What follows belongs to an exercise in optimizing a design on an open flow for small area, a short achievable clock period and few clock cycles per item; a production flow would make more cautious choices.
Function was not checked in any run shown here: the RTL went through the layout flow alone.

===== flow/design.v =====
`timescale 1 ns / 1 ps
module ModMult(input             clk,
               input      [14:0] A,
               input      [13:0] B,
               input      [13:0] q,
               output reg [13:0] C);
wire [7:0] k = q[13:6];
reg [14:0] a_r;
reg [13:0] b_r;
reg [21:0] pl_r;         
reg [21:0] ph_r;         
reg [23:0] t1_r;
reg [18:0] t2_r;
wire [5:0]  u0 = -pl_r[5:0];
wire [23:0] t1 = (pl_r >> 6) + (ph_r << 1) + (pl_r[5:0] != 6'd0) + k * u0;
wire [5:0]  u1 = -t1_r[5:0];
wire [18:0] t2 = (t1_r >> 6) + (t1_r[5:0] != 6'd0) + k * u1;
wire [5:0]  u2 = -t2_r[5:0];
wire [15:0] t3  = (t2_r >> 6) + (t2_r[5:0] != 6'd0) + k * u2;
wire [15:0] t3q = (t2_r >> 6) + (t2_r[5:0] != 6'd0) + k * u2 - {2'b00, q};
always @(posedge clk) begin
    a_r  <= A;
    b_r  <= B;
    pl_r <= a_r * b_r[6:0];
    ph_r <= a_r * b_r[13:7];
    t1_r <= t1;
    t2_r <= t2;
    C    <= t3q[15] ? t3[13:0] : t3q[13:0];
end
endmodule
`timescale 1 ns / 1 ps
module NTTN   (input                           clk,reset,
               input                           load_w,
               input                           load_data,
               input                           start,
               input                           start_intt,
               input [14-1:0]      din,
               output reg                      done,
               output reg [14-1:0] dout
               );
localparam P    = 5;             
localparam OFF1 = 1;             
localparam OFF2 = OFF1 + 8 + 1;
localparam L2   = (P > 4) ? P : 4;
localparam OFF3 = OFF2 + L2 + 1;
localparam L3   = (P > 2) ? P : 2;
localparam OFF4 = OFF3 + L3 + 1;
localparam OUT0 = OFF4 + 1 + P + 1;    
localparam S_IDLE = 2'd0, S_LW = 2'd1, S_LD = 2'd2, S_RUN = 2'd3;
reg [1:0] state, nstate;
reg [6:0] c, cn;
reg       dir;           
always @(*) begin
    nstate = state;
    cn     = c + 1;
    case (state)
    S_IDLE: begin
        cn = 0;
        if (load_w)                  nstate = S_LW;
        else if (load_data)          nstate = S_LD;
        else if (start | start_intt) nstate = S_RUN;
    end
    S_LW:    if (c == 63)        begin nstate = S_IDLE; cn = 0; end
    S_LD:    if (c == 31)        begin nstate = S_IDLE; cn = 0; end
    default: if (c == OUT0 + 30) begin nstate = S_IDLE; cn = 0; end
    endcase
end
wire       runn = (nstate == S_RUN);
wire [6:0] k1n = cn - OFF1, k2n = cn - OFF2, k3n = cn - OFF3, k4n = cn - OFF4;
wire [6:0] e1n = cn - (OFF1 + 8), e2n = cn - (OFF2 + L2), e3n = cn - (OFF3 + L3);
wire [6:0] e4n = cn - (OFF4 + 1 + P);
reg bf0, sec1, sec2, sec3, in4, sec4, os1, os2, os3, os4, ld_sh, lw_sh, pre, qld, nld;
always @(posedge clk or posedge reset) begin
    if (reset) begin
        state <= S_IDLE;
        c     <= 0;
        dir   <= 0;
        done  <= 0;
        {bf0, sec1, sec2, sec3, in4, sec4, os1, os2, os3, os4, ld_sh, lw_sh, pre, qld, nld} <= 0;
    end else begin
        state <= nstate;
        c     <= cn;
        if (state == S_IDLE && (start | start_intt)) dir <= start_intt & ~start;
        done  <= runn && (cn == OUT0 - 1);
        bf0   <= runn && (cn < 16);
        sec1  <= runn && (k1n < 32) && k1n[3];
        sec2  <= runn && (k2n < 32) && k2n[2];
        sec3  <= runn && (k3n < 32) && k3n[1];
        in4   <= runn && (k4n < 32);
        sec4  <= k4n[0];
        os1   <= e1n[3];
        os2   <= e2n[2];
        os3   <= e3n[1];
        os4   <= e4n[0];
        ld_sh <= (nstate == S_LD) || runn;
        lw_sh <= (nstate == S_LW) && (cn < 62);
        pre   <= (nstate == S_LW) && (cn == 63);
        qld   <= (nstate == S_LW) && (cn == 62);
        nld   <= (nstate == S_LW) && (cn == 63);
    end
end
reg [13:0] q, ninv;
always @(posedge clk) begin
    if (qld) q    <= din;
    if (nld) ninv <= din;
end
function [13:0] madd;
    input [13:0] a, b, m;
    reg   [14:0] s;
    reg   [15:0] t;
    begin
        s    = a + b;
        t    = {2'b00, a} + {2'b00, b} - {2'b00, m};
        madd = t[15] ? s[13:0] : t[13:0];
    end
endfunction
reg  [13:0] TW [0:61];
wire [3:0]  rot = {sec3, sec2, sec1, bf0};
function integer rbase; input integer i; begin
    rbase = (i < 16) ? 0 : (i < 24) ? 16 : (i < 28) ? 24 : (i < 30) ? 28 : 30;
end endfunction
function integer rlen; input integer i; begin
    rlen = (i < 16) ? 16 : (i < 24) ? 8 : (i < 28) ? 4 : (i < 30) ? 2 : 1;
end endfunction
function integer rstage; input integer i; begin
    rstage = (i < 16) ? 0 : (i < 24) ? 1 : (i < 28) ? 2 : (i < 30) ? 3 : 4;
end endfunction
genvar gi;
generate
    for (gi = 0; gi < 62; gi = gi + 1) begin: TWR
        localparam integer LI  = (gi < 31) ? gi : gi - 31;
        localparam integer OFS = (gi < 31) ? 0 : 31;
        localparam integer B   = rbase(LI) + OFS;
        localparam integer L   = rlen(LI);
        localparam integer S   = rstage(LI);
        always @(posedge clk) begin
            if (lw_sh)
                TW[gi] <= (gi == 61) ? din : TW[(gi == 61) ? 61 : gi + 1];
            else if (S < 4 && rot[(S < 4) ? S : 0])
                TW[gi] <= (gi == B + L - 1) ? TW[B] : TW[(gi == 61) ? 61 : gi + 1];
        end
    end
endgenerate
wire [13:0] w0 = dir ? TW[31] : TW[0];
wire [13:0] w1 = dir ? TW[47] : TW[16];
wire [13:0] w2 = dir ? TW[55] : TW[24];
wire [13:0] w3 = dir ? TW[59] : TW[28];
reg  [13:0] SR [0:31];
reg  [13:0] y0;
wire [13:0] p03;
reg  [P-1:0] ins0;
wire [13:0] s0 = madd(SR[31], SR[15], q);
wire [14:0] d0 = {1'b0, SR[31]} + {1'b0, q} - {1'b0, SR[15]};
wire [14:0] d3;
wire [13:0] y1, y2, y3;
ModMult mm03(clk, bf0 ? d0 : d3, bf0 ? w0 : w3, q, p03);
always @(posedge clk or posedge reset) begin
    if (reset) ins0 <= 0;
    else       ins0 <= {ins0[P-2:0], bf0};
end
integer i;
always @(posedge clk) begin
    if (ld_sh) begin
        SR[0] <= din;
        for (i = 1; i < 32; i = i + 1)
            SR[i] <= (i == 16 + P && ins0[P-1]) ? p03 : SR[i-1];
    end
    y0 <= bf0 ? s0 : SR[31];
end
wire [14:0] d1, d2;
wire [13:0] p1, p2;
ModMult mm1(clk, d1, w1, q, p1);
ModMult mm2(clk, d2, w2, q, p2);
SdfStage #(.D(8), .P(P)) st1(clk, sec1, os1, q, y0, d1, p1,  y1);
SdfStage #(.D(4), .P(P)) st2(clk, sec2, os2, q, y1, d2, p2,  y2);
SdfStage #(.D(2), .P(P)) st3(clk, sec3, os3, q, y2, d3, p03, y3);
reg  [13:0] f4;
reg  [14:0] dr4;
reg  [13:0] w4i;
wire [13:0] s4   = madd(f4, y3, q);
wire [14:0] s4r  = {1'b0, f4} + {1'b0, y3};
wire [14:0] d4   = {1'b0, f4} + {1'b0, q} - {1'b0, y3};
wire [14:0] a4   = pre ? {1'b0, din} : sec4 ? s4r : dr4;
wire [13:0] b4   = pre ? TW[61] : sec4 ? ninv : (dir ? w4i : TW[30]);
wire [13:0] p4;
reg  [13:0] sd4 [0:P-1];
reg  [P-1:0] pre_d;
ModMult mm4(clk, a4, b4, q, p4);
always @(posedge clk or posedge reset) begin
    if (reset) pre_d <= 0;
    else       pre_d <= {pre_d[P-2:0], pre};
end
always @(posedge clk) begin
    f4     <= y3;
    dr4    <= d4;
    sd4[0] <= s4;
    for (i = 1; i < P; i = i + 1) sd4[i] <= sd4[i-1];
    if (pre_d[P-1]) w4i <= p4;
    dout   <= (os4 | dir) ? p4 : sd4[P-1];
end
endmodule
module SdfStage #(parameter D = 8, P = 5)
                (input             clk, SEC, OSEL,
                 input      [13:0] q,
                 input      [13:0] IN,
                 output     [14:0] DIF,
                 input      [13:0] PROD,
                 output reg [13:0] OUT);
localparam L = (D > P) ? D : P;
reg  [13:0] F [0:D-1];
reg  [13:0] sdl [0:((L > D) ? L - D : 1) - 1];
reg  [P-1:0] insd;
wire [14:0] s  = {1'b0, F[D-1]} + {1'b0, IN};
wire [15:0] st = {2'b00, F[D-1]} + {2'b00, IN} - {2'b00, q};
wire [13:0] sum = st[15] ? s[13:0] : st[13:0];
assign DIF = {1'b0, F[D-1]} + {1'b0, q} - {1'b0, IN};
always @(posedge clk) insd <= {insd[P-2:0], SEC};
integer i;
always @(posedge clk) begin
    F[0] <= IN;
    for (i = 1; i < D; i = i + 1)
        F[i] <= (P < D && i == P && insd[P-1]) ? PROD : F[i-1];
    sdl[0] <= sum;
    for (i = 1; i < L - D; i = i + 1) sdl[i] <= sdl[i-1];
    if (~OSEL)
        OUT <= (L > D) ? sdl[(L > D) ? L - D - 1 : 0] : sum;
    else
        OUT <= (P < D) ? F[D-1] : PROD;
end
endmodule

===== flow/run.sh =====
#!/bin/bash
# synth_recipe.tcl (not shown) runs the flow's synth.tcl, then flattens the netlist and writes it again
# the make line also repeats each setting of config.mk as NAME=value (left out here)
make -C /OpenROAD-flow-scripts/flow DESIGN_CONFIG=/design/flow/config.mk WORK_HOME=/design/flow/orfs CLKGATE_MAP_FILE= SYNTH_SCRIPT=/design/flow/synth_recipe.tcl finish

===== flow/config.mk =====
export PLATFORM = sky130hd
export DESIGN_NAME = NTTN
export DESIGN_NICKNAME = NTTN
export VERILOG_FILES = /design/flow/design.v
export SDC_FILE = /design/flow/constraint.sdc
export NUM_CORES = 4
export LEC_CHECK = 0
export CAP_MARGIN = 20
export CORE_MARGIN = 2
export CORE_UTILIZATION = 40
export SLEW_MARGIN = 20

===== flow/constraint.sdc =====
create_clock -name core_clock -period 10.0 [get_ports {clk}]
set_input_delay 2.0000 -clock core_clock [delete_from_list [all_inputs] [get_ports {clk}]]
set_output_delay 2.0000 -clock core_clock [all_outputs]
set_load 0.01 [all_outputs]

==> results.txt, run 1 <==
* Via-per-instance ratio at 4.970
* GP Congestion at 0.8750
* CP dominant cell by count: ha_1
* Fraction of registers with async set/reset at 1.370%
* Layout net count at 13830
* Post-Synth Simple-Gate Area at 10.13%
* Crit path arrival time at 8.34 ns
* Hold_ws at 0.3026 ns
* WL met2 at 140900 µm
* Period Utilization, post-route at 75.26%
* Adder-Cell Fraction of Synth Area at 24.79%
* Postcts setup bufs at 0
* First-pass GRT wire length at 475000 µm
* Worst Hold Class: reg2reg
* Synth Area in Compound Gates at 7.184%
* Final setup vio count at 0
* Die height at 582.8 µm
* Max Fclk at 0.1329 GHz
* Final WS setup at 2.474 ns
* Final Core Density at 44.35%
* Hpwl dp at 228300 µm
* CTS root buffer: clkbuf_16
* Final WL at 306800 µm
* Mapped cell area at 134000 µm²
* Count leader, synth: inv_1
* CP Max Fanout at 13
* Final Max Slew Viols at 0
* I/O Buffers at 34
* Main area contributors after synthesis: edfxtp_1, fa_1, dfxtp_1
* Fin. Hold Viols at 0
* Num ports at 35
* Cell Rows at 212
* Iter 0 DRT Violations at 5439
* Die width at 582.8 µm
* Min Tclk post-route at 7.526 ns
* Worst rel slew slack at 29.28%
* Area leader, netlist: edfxtp_1
* Number of global-route vias before repair at 81350
* Flops & latches, synth at 2336
* Worst-Margin Slew at 1.061 ns
* CP max stage cell: and3_1
* Largest stage delay on the critical path at 0.58 ns
* Post-synthesis mux area share at 3.139%
* Area Growth Syn to Fin at 10.35%
* Clock transition at path regs at 0.06 ns
* DRT met1 WL at 145000 µm
* Register area share after synthesis at 45.16%
* Layout cells sized above 1 at 7.081%
* Post-synth top cells: inv_1, edfxtp_1, nand2_1, ha_1, fa_1
* Routed Antenna Nets at 0
* Max cap viols at 0
* Status: timing/DRC/antenna clean
* Worst-Skew Late Latency at 0.94 ns
* Placed cells at 15890
* Hold path depth at 0
* Post-synthesis cell type count at 103
* Largest family of logic cells by synthesized area: adder cells
* CTS H-tree lvls at 4
* # hold bufs at CTS at 0
* Setup_tns at 0 ns
* Initial Util at 40.19%
* Final std cells w/o fill at 16380
* Unrepaired setup endpoints after global routing: no
* Post-synth EDFFs at 1358
* Synthesized instance count at 11640
* Core area at 333400 µm²
* Max layer used: met5
* CTS sink cnt at 2336
* Post-cts sizing count at 0
* Met3 WL at 13090 µm
* Synth warn at 14
* Top cell type's share of synthesized area at 30.43%
* Leading register cell type out of synthesis: edfxtp_1
* DRC Markers at 0
* Syn avg cell area at 11.52 µm²
* GR Overflow Total at 0
* Place WS at 2.511 ns
* Drt wl/cell at 18.74 µm
* Vias at 81390
* CTS buffer count at 243
* Initial antenna violation count at 28
* WS Path Type: reg2reg
* Syn nets at 13710
* Startpoint Class: register
* Reg2reg path depth at 28
* CTS max path bufs at 4
* Crit end category: register
* TritonCTS clock tree: built
* Layout Skew at 0.1206 ns
* Largest net degree at the start of global routing at 176
* Synth Area in XOR/XNOR at 4.379%
* Critical Path RT at 10.81 ns
* Global-route usage over all layers at 18.05%
* Pre-antenna DRT Iters at 6
* Total Die Area at 339700 µm²
==> critical path, delay by kind of cell (launching register included) <==
family	cells	cell delay (ns)
AND/OR/NAND/NOR	9	1.83
flip-flops	1	0.36
AO/OA/AOI/OAI	7	1.22
buffers and inverters	2	0.30
adder cells (fa/ha/maj)	7	2.66
multiplexers	1	0.42
XOR/XNOR	2	0.62
==> sequential cells by signal (all words and copies together) (netlist names), 22 cells and up <==
| name | cells |
|---|---|
| TW | 868 |
| SR | 448 |
| st1.F | 112 |
| sd4 | 70 |
| st2.F | 56 |
| st3.sdl | 42 |
| st3.F | 28 |
| mm03.t1_r | 24 |
| mm1.t1_r | 24 |
| mm2.t1_r | 24 |
| mm4.t1_r | 24 |
| mm03.ph_r | 22 |
| mm03.pl_r | 22 |
| mm1.ph_r | 22 |
| mm1.pl_r | 22 |
| mm2.ph_r | 22 |
| mm2.pl_r | 22 |
| mm4.ph_r | 22 |
| mm4.pl_r | 22 |
==> area by class of cell <==
cell class	count	area [µm²]
timing repair buffer	112	996.0
multi-input combinational	7455	66530
clock buffer	308	6579
clock inverter	147	1669
antenna	28	70.07
inverter	1603	6017
tap	4387	5489
fill	30640	185500
sequential	2336	60530
==> cells by family (layout without fill, tap and decap cells) <==
| group | after synthesis | count (layout) |
|---|---|---|
| compound gates | 1484 | 1484 |
| xor+xnor | 670 | 670 |
| fa+ha+maj | 2059 | 2059 |
| buf+inv | 1844 | 2170 |
| flops | 2336 | 2336 |
| mux | 360 | 360 |
| other cells | 0 | 28 |
| simple gates | 2882 | 2882 |
==> cells in the final DEF, fill, tap and decap left out, drive strengths merged, types with 162 or more instances in the layout <==
| master | count |
|---|---|
| xor2 | 183 |
| a21o | 162 |
| mux2 | 297 |
| nor2 | 498 |
| and2 | 538 |
| nand2 | 1184 |
| o21ai | 336 |
| xnor2 | 487 |
| fa | 994 |
| a21oi | 437 |
| edfxtp | 1358 |
| inv | 1623 |
| clkbuf | 308 |
| ha | 1065 |
| dfxtp | 946 |
==> per-stage QoR <==
stage,area (µm²)
global placement,139500
detailed placement,139500
global route,147800
floorplan,134000
CTS,147800
finish,147900
==> per-layer routing <==
metal  global-route usage [%]  up-vias
li1                         -    39170
met1                    25.79    40310
met2                    29.14     1540
met3                    1.978      368
met4                    4.826        4
met5                        0        -
==> path summary, 6_finish.rpt <==
| path | start | endpoint | slack [ns] |
|---|---|---|---|
| max reg2reg | mm4.t2_r[0] | mm4.C[2] | 2.47 |
| max in group asynchronous | reset | lw_sh | 7.79 |
| min in group asynchronous | reset | done | 1.55 |
| min | st1.F[6][8] | st1.F[7][8] | 0.30 |
| max | mm4.t2_r[0] | mm4.C[2] | 2.47 |
| min reg2reg | st1.F[6][8] | st1.F[7][8] | 0.30 |
==> run 2, diff against run 1 <==
--- a/flow/design.v
+++ b/flow/design.v
@@ -39,8 +39,7 @@
                output reg [14-1:0] dout
                );
 localparam P    = 5;             
-localparam OFF1 = 1;             
-localparam OFF2 = OFF1 + 8 + 1;
+localparam OFF2 = 2;             
 localparam L2   = (P > 4) ? P : 4;
 localparam OFF3 = OFF2 + L2 + 1;
 localparam L3   = (P > 2) ? P : 2;
@@ -66,32 +65,34 @@
     endcase
 end
 wire       runn = (nstate == S_RUN);
-wire [6:0] k1n = cn - OFF1, k2n = cn - OFF2, k3n = cn - OFF3, k4n = cn - OFF4;
-wire [6:0] e1n = cn - (OFF1 + 8), e2n = cn - (OFF2 + L2), e3n = cn - (OFF3 + L3);
+wire [6:0] k2n = cn - OFF2, k3n = cn - OFF3, k4n = cn - OFF4;
+wire [6:0] e1n = cn - 1, e2n = cn - (OFF2 + L2), e3n = cn - (OFF3 + L3);
 wire [6:0] e4n = cn - (OFF4 + 1 + P);
-reg bf0, sec1, sec2, sec3, in4, sec4, os1, os2, os3, os4, ld_sh, lw_sh, pre, qld, nld;
+wire [6:0] u3n = cn - P;
+reg bf0, a01, b1v, sec2, sec3, sec4, os1, os2, os3, os4, p3a, ld_sh, lw_sh, pre, qld, nld;
 always @(posedge clk or posedge reset) begin
     if (reset) begin
         state <= S_IDLE;
         c     <= 0;
         dir   <= 0;
         done  <= 0;
-        {bf0, sec1, sec2, sec3, in4, sec4, os1, os2, os3, os4, ld_sh, lw_sh, pre, qld, nld} <= 0;
+        {bf0, a01, b1v, sec2, sec3, sec4, os1, os2, os3, os4, p3a, ld_sh, lw_sh, pre, qld, nld} <= 0;
     end else begin
         state <= nstate;
         c     <= cn;
         if (state == S_IDLE && (start | start_intt)) dir <= start_intt & ~start;
         done  <= runn && (cn == OUT0 - 1);
         bf0   <= runn && (cn < 16);
-        sec1  <= runn && (k1n < 32) && k1n[3];
+        a01   <= cn < 8;
+        b1v   <= runn && (e1n < 32) && !e1n[3];
         sec2  <= runn && (k2n < 32) && k2n[2];
         sec3  <= runn && (k3n < 32) && k3n[1];
-        in4   <= runn && (k4n < 32);
         sec4  <= k4n[0];
         os1   <= e1n[3];
         os2   <= e2n[2];
         os3   <= e3n[1];
         os4   <= e4n[0];
+        p3a   <= !(u3n < 16);
         ld_sh <= (nstate == S_LD) || runn;
         lw_sh <= (nstate == S_LW) && (cn < 62);
         pre   <= (nstate == S_LW) && (cn == 63);
@@ -115,7 +116,7 @@
     end
 endfunction
 reg  [13:0] TW [0:61];
-wire [3:0]  rot = {sec3, sec2, sec1, bf0};
+wire [3:0]  rot = {sec3, sec2, b1v, bf0};
 function integer rbase; input integer i; begin
     rbase = (i < 16) ? 0 : (i < 24) ? 16 : (i < 28) ? 24 : (i < 30) ? 28 : 30;
 end endfunction
@@ -146,14 +147,17 @@
 wire [13:0] w2 = dir ? TW[55] : TW[24];
 wire [13:0] w3 = dir ? TW[59] : TW[28];
 reg  [13:0] SR [0:31];
-reg  [13:0] y0;
-wire [13:0] p03;
+reg  [13:0] bA, bB, y1;
+reg  [13:0] pd1 [0:((P < 8) ? 8 - P : 1) - 1];
 reg  [P-1:0] ins0;
-wire [13:0] s0 = madd(SR[31], SR[15], q);
-wire [14:0] d0 = {1'b0, SR[31]} + {1'b0, q} - {1'b0, SR[15]};
+wire [13:0] pA, pB;
+wire [14:0] d0   = {1'b0, SR[31]} + {1'b0, q} - {1'b0, SR[15]};
+wire [13:0] s1   = madd(bA, bB, q);
+wire [14:0] d1   = {1'b0, bA} + {1'b0, q} - {1'b0, bB};
 wire [14:0] d3;
-wire [13:0] y1, y2, y3;
-ModMult mm03(clk, bf0 ? d0 : d3, bf0 ? w0 : w3, q, p03);
+wire [13:0] y2, y3;
+ModMult mmA(clk, bf0 ? d0 : d3, bf0 ? w0 : w3, q, pA);
+ModMult mmB(clk, b1v ? d1 : d3, b1v ? w1 : w3, q, pB);
 always @(posedge clk or posedge reset) begin
     if (reset) ins0 <= 0;
     else       ins0 <= {ins0[P-2:0], bf0};
@@ -163,17 +167,19 @@
     if (ld_sh) begin
         SR[0] <= din;
         for (i = 1; i < 32; i = i + 1)
-            SR[i] <= (i == 16 + P && ins0[P-1]) ? p03 : SR[i-1];
-    end
-    y0 <= bf0 ? s0 : SR[31];
-end
-wire [14:0] d1, d2;
-wire [13:0] p1, p2;
-ModMult mm1(clk, d1, w1, q, p1);
+            SR[i] <= (i == 16 + P && ins0[P-1]) ? pA : SR[i-1];
+    end
+    bA <= a01 ? madd(SR[31], SR[15], q) : SR[31];
+    bB <= a01 ? madd(SR[23], SR[7],  q) : SR[23];
+    pd1[0] <= pB;
+    for (i = 1; i < 8 - P; i = i + 1) pd1[i] <= pd1[i-1];
+    y1 <= os1 ? ((P < 8) ? pd1[(P < 8) ? 7 - P : 0] : pB) : s1;
+end
+wire [14:0] d2;
+wire [13:0] p2;
 ModMult mm2(clk, d2, w2, q, p2);
-SdfStage #(.D(8), .P(P)) st1(clk, sec1, os1, q, y0, d1, p1,  y1);
-SdfStage #(.D(4), .P(P)) st2(clk, sec2, os2, q, y1, d2, p2,  y2);
-SdfStage #(.D(2), .P(P)) st3(clk, sec3, os3, q, y2, d3, p03, y3);
+SdfStage #(.D(4), .P(P)) st2(clk, sec2, os2, q, y1, d2, p2, y2);
+SdfStage #(.D(2), .P(P)) st3(clk, sec3, os3, q, y2, d3, p3a ? pA : pB, y3);
 reg  [13:0] f4;
 reg  [14:0] dr4;
 reg  [13:0] w4i;
--- a/flow/config.mk
+++ b/flow/config.mk
@@ -5,7 +5,9 @@
 export SDC_FILE = /design/flow/constraint.sdc
 export NUM_CORES = 4
 export LEC_CHECK = 0
+export ABC_CLOCK_PERIOD_IN_PS = 5000
 export CAP_MARGIN = 20
 export CORE_MARGIN = 2
 export CORE_UTILIZATION = 40
+export SETUP_SLACK_MARGIN = 4
 export SLEW_MARGIN = 20
==> results.txt, run 2 <==
* Status: timing/DRC/antenna clean
* Drt wl/cell at 19.58 µm
* CTS sink cnt at 2277
* CTS H-tree lvls at 4
* R2r setup slk at 3.38 ns
* Commonest non-fill, non-tap cells in the layout: inv_1, edfxtp_1, nand2_1, fa_1, ha_1
* I/O Buffers at 34
* Hpwl dp at 241400 µm
* Period Utilization, post-route at 66.20%
* Final Max Slew Viols at 0
* GP Congestion at 0.8775
* Layout net count at 14480
* Max Fclk at 0.1511 GHz
* WS Path Type: reg2reg
* Layout Skew at 0.1268 ns
* Critical Path RT at 10.76 ns
* Largest registers: TW (868), SR (448), sd4 (70)
* Met1 Use GR at 27.95%
* Count leader, synth: inv_1
* Syn avg cell area at 11.34 µm²
* Largest net degree at the start of global routing at 187
* HP Start: sd4[2][12]
* CTS buffer count at 234
* Vias at 85830
* Startpoint Class: register
* Register area share after synthesis at 43.76%
* Layout cells sized above 1 at 13.36%
* Final WL at 334700 µm
* Fraction of registers with async set/reset at 1.493%
* GRT Max-Usage Layer: met2
* Area leader, netlist: edfxtp_1
* Initial Util at 40.23%
* Min Tclk post-route at 6.620 ns
* Worst rel slew slack at 25.23%
* Post-synthesis cell type count at 89
* Cell Rows at 213
* Clock transition at path regs at 0.06 ns
* Synth warn at 12
* First-pass GRT wire length at 506400 µm
* CP max stage cell: edfxtp_1
* GR Overflow Total at 0
* Synthesized instance count at 11960
* TritonCTS clock tree: built
* Die width at 586.3 µm
* Unrepaired setup endpoints after global routing: yes
* Post-synth top cells: inv_1, edfxtp_1, nand2_1, ha_1, fa_1
* Final setup vio count at 0
* Hold_ws at 0.2509 ns
* Fin. Hold Viols at 0
* Crit path max-delay family: adder cells
* Iter 0 DRT Violations at 6297
* Buffer and inverter count on the worst path at 5
* Largest stage delay on the critical path at 0.54 ns
* Syn nets at 14100
* CTS root buffer: clkbuf_16
* Leading register cell type out of synthesis: edfxtp_1
* Number of global-route vias before repair at 84180
* Post-synth EDFFs at 1358
* Via-per-instance ratio at 5.022
* Worst setup endpoint: mmA.C[9]
* Initial antenna violation count at 68
* Max reg flops at 868
* Place WS at 1.411 ns
* Total Die Area at 343700 µm²
* Met2 Use GR at 30.48%
* Mapped cell area at 135600 µm²
* Commonest non-fill, non-tap cell in the layout: inv_1
* CP Max Fanout at 7
* Top cell type's share of synthesized area at 30.07%
* Worst-Skew Late Latency at 0.96 ns
* Final WS setup at 3.380 ns
* Crit path arrival time at 7.38 ns
* Final Cell Area at 156300 µm²
* Pre-antenna DRT Iters at 6
* Setup_tns at 0 ns
* CTS max path bufs at 4
* Crit end category: register
* Num ports at 35
* Worst Hold Class: reg2reg
* Main area contributors after synthesis: edfxtp_1, fa_1, dfxtp_1
* Area Growth Syn to Fin at 15.29%
* Placed inst area at 141700 µm²
* Worst-Margin Slew at 1.114 ns
* M3 GR Usage at 1.994%
* Die height at 586.3 µm
* Largest Register: TW
* Crit. Startpoint: q[10]
* Max cap viols at 0
* Reg2reg path depth at 29
* Worst R2R Start: q[10]
* Routed Antenna Nets at 0
* Final Core Density at 46.38%
* RR Endpoint: mmA.C[9]
* Flops & latches, synth at 2277
* Levels on crit path at 29
* Global-route usage over all layers at 19.26%
* DRC Markers at 0
* Core area at 337100 µm²
==> run 2: layer usage <==
| layer | share of wire, % | routed length (µm) |
|---|---|---|
| met3 | 4.9 | 16380 |
| met1 | 47 | 156200 |
| met4 | 2.7 | 9093 |
| met2 | 46 | 153000 |
| met5 | 0.0081 | 27 |
==> run 2: logic make-up (layout without fill, tap and decap cells) <==
logic type	Yosys count	count (layout)	synth area share (%)
buf+inv	1966	2551	5.457
mux	359	359	3.195
flops	2277	2277	43.76
compound gates	1535	1535	7.354
xor+xnor	696	696	4.495
fa+ha+maj	2114	2114	25.16
other cells	0	30	0
simple gates	3014	3015	10.58
==> run 2: repair_timing <==
item / 4_1_cts / 5_1_grt
resized for setup: 495 / 358
endpoints found under the setup margin: 146 / 141
hold buffers: 0 / 0
setup buffers: 199 / 80
cloned: 8 / 3
pin swaps: 199 / 248
==> run 2: stage by stage <==
stage	cells
final	17090
after global placement	16340
after CTS	16980
after floorplan	11960
after global routing	17080
after detailed placement	16340
==> run 2: worst min path at each step <==
| stage | to | cells after the start | slack, ns |
|---|---|---|---|
| global route | sd4[3][12] | 0 | 0.27 |
| CTS | sd4[3][12] | 0 | 0.25 |
| finish | sd4[3][12] | 0 | 0.25 |
| global placement | st2.F[1][1] | 0 | 0.31 |
| detailed placement | pd1[2][3] | 0 | 0.31 |
| floorplan | pd1[1][0] | 0 | 0.31 |
==> run 2: layout make-up <==
type	instances	area, µm²
Tap cell	4515	5649
Clock buffer	292	6396
Fill cell	30630	180800
Antenna cell	30	75.07
Multi-Input combinational cell	7719	72760
Inverter	1715	6496
Timing Repair Buffer	400	3776
Clock inverter	144	1767
Sequential cell	2277	59430
==> run 2: worst reg2reg max path: cells and delay by family (launching register included) <==
kind,cells,cell delay [ns]
adder cells (fa/ha/maj),6,2.06
AO/OA/AOI/OAI,10,1.85
AND/OR/NAND/NOR,7,1.00
buffers and inverters,5,0.76
flip-flops,1,0.54
multiplexers,1,0.30

what the ideal ports hide:
Ports are ideal in the flow. The routed layouts listed here were re-timed in OpenROAD.
Step 1 (the two cells are an assumption about what drives the block):
set clk [get_ports {clk}]
set_driving_cell -lib_cell sky130_fd_sc_hd__clkbuf_16 $clk
set_driving_cell -lib_cell sky130_fd_sc_hd__buf_2 [delete_from_list [all_inputs] $clk]
Step 2 times the ports against the registers' clock, not the clock port: input delays grow and output delays shrink by t, the midpoint of the rising clock arrivals with the driver on.
Slacks: no drivers / after step 1 / after step 2; pairs: no drivers / after step 1.
run	shift t [ns]	setup slack, ns	worst data-port slew with drivers (ns)	cell pins on the clock port's net
run 1	0.981	2.474 / 2.474 / 2.474	0.04	1
run 2	0.988	3.380 / 3.380 / 3.380	0.17	1
After both steps every run listed still meets setup and hold.
